From an optimization exercise on the open Yosys and OpenROAD flow, aimed at small area and a short achievable clock period; shortcuts taken in it are not production practice. In this exercise RTL edits were held to simulation tests only and were not proved equivalent to the original. Power and IR drop assume default switching activity.

==> flow/design.v (outline; a module is shown in full before it is edited, if it fits) <==
// module ex2_1: 1666 lines
module ex2_1 (
  input               clk, rst, validi,
  input        [31:0] data_in,
  output logic        valido,
  output logic [31:0] data_out
);
  // ...
==> flow/run.sh <==
#!/bin/bash
# synth_recipe.tcl (not shown) runs the flow's synth.tcl, then flattens the netlist and writes it again
# the make line also repeats each setting of config.mk as NAME=value (left out here)
make -C /OpenROAD-flow-scripts/flow DESIGN_CONFIG=/design/flow/config.mk WORK_HOME=/design/flow/orfs CLKGATE_MAP_FILE= SYNTH_SCRIPT=/design/flow/synth_recipe.tcl finish
==> flow/config.mk <==
export PLATFORM = sky130hd
export DESIGN_NAME = ex2_1
export DESIGN_NICKNAME = ex2_1
export VERILOG_FILES = /design/flow/design.v
export SDC_FILE = /design/flow/constraint.sdc
export NUM_CORES = 4
export LEC_CHECK = 0
export CAP_MARGIN = 20
export CORE_MARGIN = 2
export CORE_UTILIZATION = 40
export SLEW_MARGIN = 20
==> flow/constraint.sdc <==
create_clock -name core_clock -period 10.0 [get_ports {clk}]
set_input_delay 2.0000 -clock core_clock [delete_from_list [all_inputs] [get_ports {clk}]]
set_output_delay 2.0000 -clock core_clock [all_outputs]
set_load 0.01 [all_outputs]
==> results by group, run 1 <==
Synth
  • Most frequent cells after synthesis: sky130_fd_sc_hd__a22oi_1 (256), sky130_fd_sc_hd__inv_1 (233), sky130_fd_sc_hd__fa_1 (225), sky130_fd_sc_hd__xor2_1 (171), sky130_fd_sc_hd__xnor2_1 (152)
  • Mean cell area of the mapped netlist: 9.51 um^2
  • Share of the synthesized area in the top cell type: 0.281
  • Mapped Nets: 2022
  • Total of warnings raised by yosys: 1
  • Flip-flop cell with the highest count after synthesis: sky130_fd_sc_hd__dfxtp_1
  • Cell types with the largest area share after synthesis: sky130_fd_sc_hd__fa_1 (28%), sky130_fd_sc_hd__dfxtp_1 (17%), sky130_fd_sc_hd__a22oi_1 (12%), sky130_fd_sc_hd__xor2_1 (9.3%), sky130_fd_sc_hd__xnor2_1 (8.3%)
  • Post-synthesis share of cell area spent on full adders, half adders and majority gates: 0.340
  • Post-synthesis cell count: 1686

Final layout
  • Multi-input gate share of total cell area: 0.661
  • Area taken by flip-flops and latches: 0.00288 mm^2
  • FFs & Latches: 143
  • Share of layout cells above drive strength 1: 0.0542
  • Number of antenna repair diodes: 0
  • Number of clock buffer instances in the layout: 18

Timing
  • RSZ-0062 raised after global routing: false
  • Setup clock skew after layout: 0.0109 ns
  • Min setup slack post-route: 3.54 ns

Power and ir drop
  • Share of total power consumed by net switching: 0.471
  • Net load switching power: 3.45 mW
  • Portion of total power attributed to the clock network: 0.089
  • Final Total Pwr: 7.33 mW

Place
  • Count of port buffers added during placement: 67
  • Area of placed instances: 0.0171 mm^2

CTS
  • Clock Latency Late Sink: 0.45 ns
  • Resized cells post-CTS: 0

Global routing
  • First-pass GRT wire length: 71.9 mm
  • Top Usage Layer GRT: met2

Route
  • # DRC: 0
  • Antenna-violating nets left: 0

Setup path
  • Critical path endpoint category: output port
  • Critical register-to-register path endpoint: car_r[31]
  • R2R setup slack: 4.68 ns
  • Worst Reg-to-Reg Cells: 14
  • Critical path depth in cells: 13
  • End point of the critical path: data_out[26]
  • Crit path required time: 8.00 ns

Floorplanning
  • X dimension of the die: 204 um
  • Ports placed on the boundary: 68

Min path
  • Depth of the worst hold-timing path: 0

Run status
  • Result of the run: complete, no violations
==> run 2: changes to the inputs <==
--- a/flow/config.mk
+++ b/flow/config.mk
@@ -8,4 +8,5 @@
 export CAP_MARGIN = 20
 export CORE_MARGIN = 2
 export CORE_UTILIZATION = 40
+export SETUP_SLACK_MARGIN = 5
 export SLEW_MARGIN = 20
==> run 2 against run 1 <==
Worst hold slack got worse by 0.0049 ns. Die area stayed put. Register-to-register slack improved by 0.48 ns. Global-route usage up 1.6 points. Sequential cell count unchanged. Final area rose by 8.7%. Maximum frequency grew 26%. Core utilization grew 3.9 points. Setup slack better by 1.3 ns. First-iteration DRC count hardly changed. Combinational power is 5.4% higher. Area after synthesis is the same. Critical endpoint unchanged. Largest cell class unchanged. Largest power group unchanged.
==> results by group, run 2 <==
Final layout
  • Area of combinational cells with multiple inputs: 0.0122 mm^2
  • Number of antenna repair diodes: 0 (unchanged)
  • Filler cell count: 3665
  • Layout Utilization: 0.486
  • Top library cells by usage in the layout, fill and taps aside: sky130_fd_sc_hd__a22oi_1 (245), sky130_fd_sc_hd__inv_1 (230), sky130_fd_sc_hd__fa_1 (214), sky130_fd_sc_hd__xor2_1 (168), sky130_fd_sc_hd__xnor2_1 (151)
  • Share of layout cells above drive strength 1: 0.155 (+0.101)
  • Largest registers ranked by flip-flop count: car_r x32, xa x32, sum_r x28
  • Final net count: 2053
  • Area taken by flip-flops and latches: 0.00299 mm^2 (+3.9%)
  • Most common cell after layout, fill and taps aside: sky130_fd_sc_hd__a22oi_1
  • Area growth syn-to-layout: 20.0%
  • Final Non-Filler Cells: 2255

Synth
  • Most frequent cells after synthesis: sky130_fd_sc_hd__a22oi_1 (256), sky130_fd_sc_hd__inv_1 (233), sky130_fd_sc_hd__fa_1 (225), sky130_fd_sc_hd__xor2_1 (171), sky130_fd_sc_hd__xnor2_1 (152)
  • Cell types with the largest area share after synthesis: sky130_fd_sc_hd__fa_1 (28%), sky130_fd_sc_hd__dfxtp_1 (17%), sky130_fd_sc_hd__a22oi_1 (12%), sky130_fd_sc_hd__xor2_1 (9.3%), sky130_fd_sc_hd__xnor2_1 (8.3%)
  • Total of warnings raised by yosys: 1 (unchanged)
  • Post-synthesis cell count: 1686 (unchanged)
  • Number of enable-type register cells in the synthesized netlist: 0
  • Cell type with the largest total area after synthesis: sky130_fd_sc_hd__fa_1
  • Share of async-settable or async-resettable flops after synthesis: 0.0210
  • Mean cell area of the mapped netlist: 9.51 um^2 (unchanged)
  • Share of the synthesized area in the top cell type: 0.281 (unchanged)
  • Synth cell types: 59
  • Mapped Nets: 2022 (unchanged)
  • Flip-flop cell with the highest count after synthesis: sky130_fd_sc_hd__dfxtp_1
  • Most frequently used cell type in the post-synthesis netlist: sky130_fd_sc_hd__a22oi_1
  • Mapped cell area: 0.0160 mm^2
  • Fraction of the yosys area taken by sequential cells: 0.179
  • Seq cells post-synth: 143

Power and ir drop
  • Share of total power consumed by net switching: 0.476 (+0.00532)
  • Gate power share: 0.790
  • Largest vdd supply drop: 327 uV
  • Net load switching power: 3.64 mW (+5.3%)
  • Final Total Pwr: 7.64 mW (+4.2%)
  • Part of the total power dissipated in sequential elements: 0.128
  • Internal power component: 4.00 mW
  • Power density relative to cell area: 397 mW/mm^2
  • Portion of total power attributed to the clock network: 0.082 (-0.007)
  • Static leakage: 8.26 nW

CTS
  • Clock Latency Late Sink: 0.46 ns (about the same)
  • H-Tree Level Count: 4
  • Clock-pin transition on the worst setup and hold timing paths: 0.07 ns
  • Maximum clock insertion buffer count: 2
  • Clock tree from TritonCTS: yes
  • TritonCTS Sinks: 143
  • Hold-fix buffers, CTS: 0
  • Root buf cell: sky130_fd_sc_hd__clkbuf_16
  • TritonCTS buffer count: 17

Setup path
  • Startpoint of the worst setup timing path: xa[0]
  • R2R setup slack: 5.16 ns (+0.48 ns)
  • Worst Reg-to-Reg Cells: 14 (unchanged)
  • Max Fanout on Critical Path: 4
  • Worst endpoint data arrival time: 3.12 ns
  • Critical path class: reg -> out
  • Startpoint of the worst-slack reg-to-reg timing path: two[2]
  • End point of the critical path: data_out[26]
  • Crit path required time: 8.00 ns (about the same)
  • Critical register-to-register path endpoint: car_r[31]
  • Startpoint type of the worst setup path: register
  • Critical path endpoint category: output port

Floorplanning
  • Core Footprint: 0.0396 mm^2
  • Die area: 0.0417 mm^2
  • Ports placed on the boundary: 68 (unchanged)
  • Number of rows created at floorplan: 73
  • X dimension of the die: 204 um (unchanged)
  • Overall die height: 204 um
  • Initial Util: 0.405

Place
  • Placed wire-length estimate: 32.7 mm
  • Count of port buffers added during placement: 67 (unchanged)
  • Global placer's final weighted congestion: 0.919
  • Setup WS pre-CTS: 4.02 ns
  • Cell count after placement: 2172

Route
  • # DRC: 0 (unchanged)
  • Routed wire per std cell: 22.1 um
  • Vias: 12700
  • Via-per-instance ratio: 5.61
  • Violation count after the first detailed-route iteration: 1404
  • Antenna-violating nets left: 0 (unchanged)
  • Total Routed Length: 49.9 mm
  • Pre-antenna DRT Iters: 7

Timing
  • Final Cycle Share: 0.512
  • Final number of setup-violating endpoints: 0
  • RSZ-0062 raised after global routing: true
  • Relative slew margins: 0.603
  • Top achievable clock speed: 195 MHz
  • Actual slew at the worst max-slew pin: 0.596 ns
  • Final TNS setup: 0 ns
  • Setup clock skew after layout: 0.0161 ns (+0.00519 ns)
  • Minimum clock period: 5.12 ns
  • Min setup slack post-route: 4.88 ns (+1.34 ns)
  • Fin. Hold Viols: 0
  • Slew Viols, Final: 0

Run status
  • Result of the run: complete, no violations

Global routing
  • First-pass GRT wire length: 76.4 mm (+6.2%)
  • Via count of the first global-routing pass: 13300
  • All-Layer GR Usage: 0.241
  • Grt ovf: 0
  • Maximum number of pins on one net before global-route repair: 34
  • Initial antenna violation count: 0

Run
  • Maximum capacitance violations: 0

Min path
  • Class of the worst hold path: reg -> reg
-- run 2: cell types whose count changed in the layout (fill, tap and decap cells not counted), moves of 20 or more --
cell and change:
sky130_fd_sc_hd__dfxtp_1 -45, sky130_fd_sc_hd__buf_6 +25, sky130_fd_sc_hd__dfxtp_2 +23, sky130_fd_sc_hd__clkdlybuf4s50_1 -22, sky130_fd_sc_hd__dfxtp_4 +22, sky130_fd_sc_hd__buf_12 +20
-- run 2: repair_timing --
action / 4_1_cts / 5_1_grt
gates cloned: 7 / 7
setup buffers: 24 / 13
pin swaps: 27 / 42
setup endpoints to repair: 27 / 20
gates resized for setup: 179 / 125
-- run 2: worst min path at each step --
stage          startpoint  end  slack (ns)  cells after the start
6_report               h1   h2        0.37                      0
3_3_place_gp           h1   h2        0.36                      0
3_5_place_dp           h1   h2        0.36                      0
4_1_cts                h1   h2        0.37                      0
5_1_grt                h1   h2        0.40                      0
2_1_floorplan          h1   h2        0.35                      0
-- run 2: cell type report --
class | count | area share
well taps | 525 | 0.0341
flip-flops and latches | 143 | 0.155
inverters | 235 | 0.0458
clock buffers | 18 | 0.0228
repair buffers | 161 | 0.103
clock inverters | 14 | 0.00637
multi-input cells | 1159 | 0.633
-- run 2: kinds of logic after synthesis --
| logic type | after synthesis | share of synthesized area |
|---|---|---|
| buffers and inverters | 384 | 0.0905 |
| AO/OA/AOI/OAI | 360 | 0.162 |
| XOR/XNOR | 323 | 0.176 |
| adder cells (fa/ha/maj) | 301 | 0.340 |
| AND/OR/NAND/NOR | 173 | 0.0501 |
| flip-flops | 143 | 0.179 |
| multiplexers | 2 | 0.00133 |
-- run 2: power by group through the flow --
stage                     Clock [mW]  Sequential [mW]  Combinational [mW]
final                          0.629            0.974                6.04
after global routing           0.662            0.984                7.07
after floorplan                    0            0.904                4.14
after detailed placement           0            0.953                5.84
after CTS                      0.642            0.965                6.06
after global placement             0            0.948                5.75
-- run 2: critical path, stage by stage (launching register included) --
cell and delay, ns:
sky130_fd_sc_hd__dfxtp_4 0.36, sky130_fd_sc_hd__buf_12 0.10, sky130_fd_sc_hd__ha_4 0.13, sky130_fd_sc_hd__inv_2 0.03, sky130_fd_sc_hd__fa_2 0.39, sky130_fd_sc_hd__nor2b_4 0.14
sky130_fd_sc_hd__o31a_1 0.17, sky130_fd_sc_hd__o21ba_4 0.22, sky130_fd_sc_hd__o21ai_4 0.09, sky130_fd_sc_hd__a21boi_4 0.21, sky130_fd_sc_hd__o22ai_4 0.12, sky130_fd_sc_hd__or4_4 0.48
sky130_fd_sc_hd__nand4_1 0.08, sky130_fd_sc_hd__buf_2 0.13
-- run 2: per-layer routing --
metal / share of wire / track usage / up-vias
li1: - / - / 5543
met1: 0.40 / 0.314 / 6337
met2: 0.49 / 0.398 / 652
met3: 0.081 / 0.0399 / 119
met4: 0.029 / 0.0950 / 0
met5: 0 / 0 / -
-- run 2: metrics by stage --
| stage | cell area, um^2 | hold slack, ns |
|---|---|---|
| after floorplan | 16000 | 0.346 |
| after global placement | 17100 | 0.358 |
| after detailed placement | 17100 | 0.355 |
| after CTS | 18600 | 0.370 |
| after global routing | 19200 | 0.399 |
| final | 19200 | 0.370 |
==> run 3: changes to the inputs <==
==> flow/flow/run.sh (new file) <==
#!/bin/bash
# The standard layout (standard.sh), with repair_timing asked for a larger setup margin.
export SETUP_SLACK_MARGIN=6
bash standard.sh > standard.log 2>&1
==> flow/standard.sh (new file) <==
#!/bin/bash
# synth_recipe.tcl (not shown) runs the flow's synth.tcl, then flattens the netlist and writes it again
# the make line also repeats each setting of config.mk as NAME=value (left out here)
make -C /OpenROAD-flow-scripts/flow DESIGN_CONFIG=/design/flow/config.mk WORK_HOME=/design/flow/orfs CLKGATE_MAP_FILE= SYNTH_SCRIPT=/design/flow/synth_recipe.tcl "${@:-finish}"
--- a/flow/config.mk
+++ b/flow/config.mk
@@ -8,5 +8,4 @@
 export CAP_MARGIN = 20
 export CORE_MARGIN = 2
 export CORE_UTILIZATION = 40
-export SETUP_SLACK_MARGIN = 5
 export SLEW_MARGIN = 20
removed: flow/run.sh
==> run 3 against run 2 <==
Register-to-register slack better by 0.28 ns. Sequential share of layout area is 0.80 points lower. Routed wire length is 4.7% higher. Die area unchanged. Maximum frequency up 0.95%. Synthesized cell count stayed put. Sequential power about the same. Via count increased by 1.8%. Critical path type unchanged.
==> results by group, run 3 <==
Power and ir drop
  • Largest vdd supply drop: 422 uV (+29%)
  • Share of total power consumed by net switching: 0.478 (+0.00158)
  • Power density relative to cell area: 403 mW/mm^2 (+1.6%)
  • Static leakage: 8.63 nW (+4.6%)
  • Gate power share: 0.806 (+0.016)
  • Part of the total power dissipated in sequential elements: 0.118 (-0.010)
  • Net load switching power: 3.96 mW (+8.9%)
  • Portion of total power attributed to the clock network: 0.077 (-0.005)
  • Internal power component: 4.33 mW (+8.2%)

Synth
  • Post-synthesis cell count: 1686 (unchanged)
  • Mapped cell area: 0.0160 mm^2 (unchanged)
  • Mapped Nets: 2022 (unchanged)
  • Flip-flop cell with the highest count after synthesis: sky130_fd_sc_hd__dfxtp_1
  • Xor-xnor portion of the synthesized cell area: 0.176 (unchanged)
  • Post-synthesis share of cell area spent on full adders, half adders and majority gates: 0.340 (unchanged)
  • Share of the synthesized area in the top cell type: 0.281 (unchanged)
  • Fraction of the yosys area taken by sequential cells: 0.179 (unchanged)
  • Synthesized-area fraction occupied by and/or/nand/nor cells: 0.0501 (unchanged)
  • Synth cell types: 59 (unchanged)
  • Number of enable-type register cells in the synthesized netlist: 0 (unchanged)
  • Main combinational cell family by area after synthesis: adder cells
  • Most frequently used cell type in the post-synthesis netlist: sky130_fd_sc_hd__a22oi_1
  • Cell types with the largest area share after synthesis: sky130_fd_sc_hd__fa_1 (28%), sky130_fd_sc_hd__dfxtp_1 (17%), sky130_fd_sc_hd__a22oi_1 (12%), sky130_fd_sc_hd__xor2_1 (9.3%), sky130_fd_sc_hd__xnor2_1 (8.3%)
  • Cell type with the largest total area after synthesis: sky130_fd_sc_hd__fa_1
  • Most frequent cells after synthesis: sky130_fd_sc_hd__a22oi_1 (256), sky130_fd_sc_hd__inv_1 (233), sky130_fd_sc_hd__fa_1 (225), sky130_fd_sc_hd__xor2_1 (171), sky130_fd_sc_hd__xnor2_1 (152)
  • Post-synthesis compound-gate area fraction: 0.162 (unchanged)
  • Fraction of synthesized area in multiplexers: 0.00133 (unchanged)
  • Total of warnings raised by yosys: 1 (unchanged)
  • Seq cells post-synth: 143 (unchanged)
  • Share of async-settable or async-resettable flops after synthesis: 0.0210 (unchanged)
  • Mean cell area of the mapped netlist: 9.51 um^2 (unchanged)

CTS
  • Clock-pin transition on the worst setup and hold timing paths: 0.07 ns (about the same)
  • Maximum clock insertion buffer count: 2 (unchanged)
  • Clock Latency Late Sink: 0.46 ns (about the same)
  • TritonCTS buffer count: 17 (unchanged)
  • Clock tree from TritonCTS: yes
  • TritonCTS Sinks: 143 (unchanged)
  • Root buf cell: sky130_fd_sc_hd__clkbuf_16
  • H-Tree Level Count: 4 (unchanged)

Route
  • Vias: 12900 (+1.8%)
  • Total Routed Length: 52.3 mm (+4.7%)
  • Pre-antenna DRT Iters: 7 (unchanged)
  • Routed wire per std cell: 22.8 um (+2.8%)
  • Via-per-instance ratio: 5.61 (about the same)
  • Violation count after the first detailed-route iteration: 1199 (-15%)
  • Antenna-violating nets left: 0 (unchanged)
  • # DRC: 0 (unchanged)

Final layout
  • Top library cells by usage in the layout, fill and taps aside: sky130_fd_sc_hd__inv_1 (205), sky130_fd_sc_hd__a22oi_1 (198), sky130_fd_sc_hd__xor2_1 (159), sky130_fd_sc_hd__fa_1 (158), sky130_fd_sc_hd__xnor2_1 (140)
  • Share of layout cells above drive strength 1: 0.290 (+0.135)
  • Post-layout instance area: 0.0206 mm^2 (+6.9%)
  • Final net count: 2095 (+2.0%)
  • Final Non-Filler Cells: 2297 (+1.9%)
  • Area growth syn-to-layout: 28.3%
  • Number of antenna repair diodes: 0 (unchanged)
  • Most common cell after layout, fill and taps aside: sky130_fd_sc_hd__inv_1
  • Largest registers ranked by flip-flop count: car_r x32, xa x32, sum_r x28

Global routing
  • Grt ovf: 0 (unchanged)
  • Initial antenna violation count: 0 (unchanged)
  • First-pass GRT wire length: 80.9 mm (+6.0%)
  • All-Layer GR Usage: 0.259 (+0.0180)
  • Maximum number of pins on one net before global-route repair: 33 (-2.9%)
  • Via count of the first global-routing pass: 13500 (+2.1%)

Floorplanning
  • Ports placed on the boundary: 68 (unchanged)
  • Die area: 0.0417 mm^2 (unchanged)
  • Overall die height: 204 um (unchanged)
  • Core Footprint: 0.0396 mm^2 (unchanged)
  • X dimension of the die: 204 um (unchanged)
  • Initial Util: 0.405 (unchanged)
  • Number of rows created at floorplan: 73 (unchanged)

Place
  • Placed wire-length estimate: 32.6 mm (-0.17%)
  • Global placer's final weighted congestion: 0.883 (-3.9%)
  • Setup WS pre-CTS: 4.39 ns (+0.374 ns)
  • Cell count after placement: 2169 (-0.14%)
  • Area of placed instances: 0.0173 mm^2 (+1.2%)
  • Count of port buffers added during placement: 67 (unchanged)

Setup path
  • Startpoint of the worst-slack reg-to-reg timing path: xa[2]
  • Max Fanout on Critical Path: 4 (unchanged)
  • Crit path required time: 8.00 ns (about the same)
  • Critical path class: reg -> out
  • Worst Reg-to-Reg Cells: 18 (+4)
  • Startpoint of the worst setup timing path: xa[0]
  • Critical-path cell list: buf_12, ha_4, inv_2, fa_2, nor2b_2, o31a_1, o21ba_4, o21ai_4, a21boi_4, o22ai_4, or4_1, o2111ai_2, buf_2
  • Startpoint type of the worst setup path: register
  • Gate family responsible for the most delay along the worst path: compound AO/OA/AOI/OAI gates
  • Worst endpoint data arrival time: 3.07 ns (-0.05 ns)
  • Worst path max stage delay: 0.42 ns (-0.06 ns)
  • Buf/Inv on CP: 3 (unchanged)
  • Critical-path top delay cell: sky130_fd_sc_hd__or4_1
  • Critical path depth in cells: 13 (unchanged)
  • Critical path endpoint category: output port

Timing
  • Actual slew at the worst max-slew pin: 0.555 ns (-0.0412 ns)
  • Relative slew margins: 0.630 (+0.0270)
  • Final number of setup-violating endpoints: 0 (unchanged)
  • RSZ-0062 raised after global routing: true
  • Min setup slack post-route: 4.93 ns (+0.0481 ns)
  • Final Cycle Share: 0.507 (-0.00481)
  • Top achievable clock speed: 197 MHz (+0.95%)
  • Fin. Hold Viols: 0 (unchanged)
  • Slew Viols, Final: 0 (unchanged)
  • Setup clock skew after layout: 0.0156 ns (-0.000498 ns)
  • Minimum clock period: 5.07 ns (-0.0481 ns)
  • Final TNS setup: 0 ns (unchanged)

Min path
  • Depth of the worst hold-timing path: 0 (unchanged)
  • Class of the worst hold path: reg -> reg
  • Worst Min Path Start: h1

Run status
  • Result of the run: complete, no violations

Run
  • Maximum capacitance violations: 0 (unchanged)
-- run 3: cell counts after synthesis --
Identical to the previous run, type by type.
-- run 3: area by class of cell --
cell class / count / area (um^2)
fill: 3484 / 19100
multi-input combinational: 1159 / 12900
sequential: 143 / 3030
timing repair buffer: 203 / 2560
inverter: 235 / 885
tap: 525 / 657
clock buffer: 18 / 439
clock inverter: 14 / 121
-- run 3: stage by stage --
stage | util | hold WS [ns] | power [mW]
global route | 0.519 | 0.393 | 9.35
CTS | 0.508 | 0.383 | 8.01
global placement | 0.437 | 0.357 | 6.86
detailed placement | 0.437 | 0.357 | 6.98
finish | 0.519 | 0.381 | 8.29
floorplan | - | 0.346 | 5.18
-- run 3: layer usage --
layer | vias up | share of wire | global-route usage
met4 | 0 | 0.041 | 0.107
li1 | 5625 | - | -
met2 | 604 | 0.48 | 0.431
met5 | - | 0 | 0
met3 | 133 | 0.071 | 0.0486
met1 | 6519 | 0.41 | 0.329
-- run 3: power groups by stage --
stage | clock network [mW] | logic, mW | registers [mW]
2_1_floorplan | 0 | 4.27 | 0.904
3_3_place_gp | 0 | 5.90 | 0.959
3_5_place_dp | 0 | 6.02 | 0.961
4_1_cts | 0.645 | 6.40 | 0.964
5_1_grt | 0.666 | 7.70 | 0.984
6_report | 0.634 | 6.68 | 0.975
-- run 3: kinds of logic (layout without fill, tap and decap cells) --
family                     Yosys count  after routing
and+or+nand+nor                    173            173
muxes                                2              2
buffers and inverters              384            470
xor gates and xnor gates           323            323
AOI/OAI and AO/OA                  360            360
DFF                                143            143
adders and majority gates          301            301
-- run 3: worst register-to-register path, cell delays in order (launching register included) --
cell and delay (ns):
sky130_fd_sc_hd__dfxtp_4 0.35, sky130_fd_sc_hd__buf_12 0.12, sky130_fd_sc_hd__buf_6 0.11, sky130_fd_sc_hd__buf_12 0.12, sky130_fd_sc_hd__a22oi_2 0.21, sky130_fd_sc_hd__xnor2_2 0.09, sky130_fd_sc_hd__fa_2 0.41, sky130_fd_sc_hd__inv_2 0.06
sky130_fd_sc_hd__fa_1 0.41, sky130_fd_sc_hd__fa_1 0.48, sky130_fd_sc_hd__fa_2 0.38, sky130_fd_sc_hd__fa_1 0.46, sky130_fd_sc_hd__fa_2 0.35, sky130_fd_sc_hd__xor2_1 0.15, sky130_fd_sc_hd__xnor2_1 0.14, sky130_fd_sc_hd__xnor2_1 0.19
sky130_fd_sc_hd__xnor2_1 0.15, sky130_fd_sc_hd__xnor2_1 0.15, sky130_fd_sc_hd__xnor2_1 0.14
-- run 3: worst paths after layout --
check / end / slack (ns)
hold / removal: h2 / 0.38
setup reg to reg: car_r[31] / 5.44
setup / recovery: data_out[22] / 4.93
max in group asynchronous: h2 / 8.17
hold reg to reg: h2 / 0.38
min in group asynchronous: valido / 1.71
-- run 3: what timing repair did --
item                                    CTS  global route
gates cloned                             18             0
pin swaps                               144            62
resized for setup                       474            87
setup buffers                            67            11
endpoints found under the setup margin   67            58
hold buffers                              0             0

re-timing with driven ports:
How much do the figures lean on ideal ports? The routed layouts below were timed once more, with nothing changed but the port constraints.
Step 1 (the two cells are an assumption about what drives the block):
set clk [get_ports {clk}]
set_driving_cell -lib_cell sky130_fd_sc_hd__clkbuf_16 $clk
set_driving_cell -lib_cell sky130_fd_sc_hd__buf_2 [delete_from_list [all_inputs] $clk]
Step 2 also shifts input and output timing later by t, the mid clock arrival at the registers, as if the neighbouring blocks saw the same clock.
Three values: ideal ports, drivers, drivers and shift; two values: the first two.
| run | shift t [ns] | setup WS [ns] | hold WS [ns] | latest minus earliest clock arrival (ns) |
|---|---|---|---|---|
| run 1 | 0.496 | 3.537 / 3.483 / 3.979 | 0.374 / 0.374 / 0.374 | 0.011 / 0.011 |
| run 2 | 0.510 | 4.880 / 4.823 / 4.838 | 0.370 / 0.370 / 0.370 | 0.016 / 0.016 |
| run 3 | 0.511 | 4.928 / 4.870 / 5.073 | 0.381 / 0.381 / 0.381 | 0.016 / 0.016 |
After both steps every run listed still meets setup and hold. The setup slack of run 2, which loses most, moves by -0.057 ns with the drivers and by -0.042 ns with both steps.
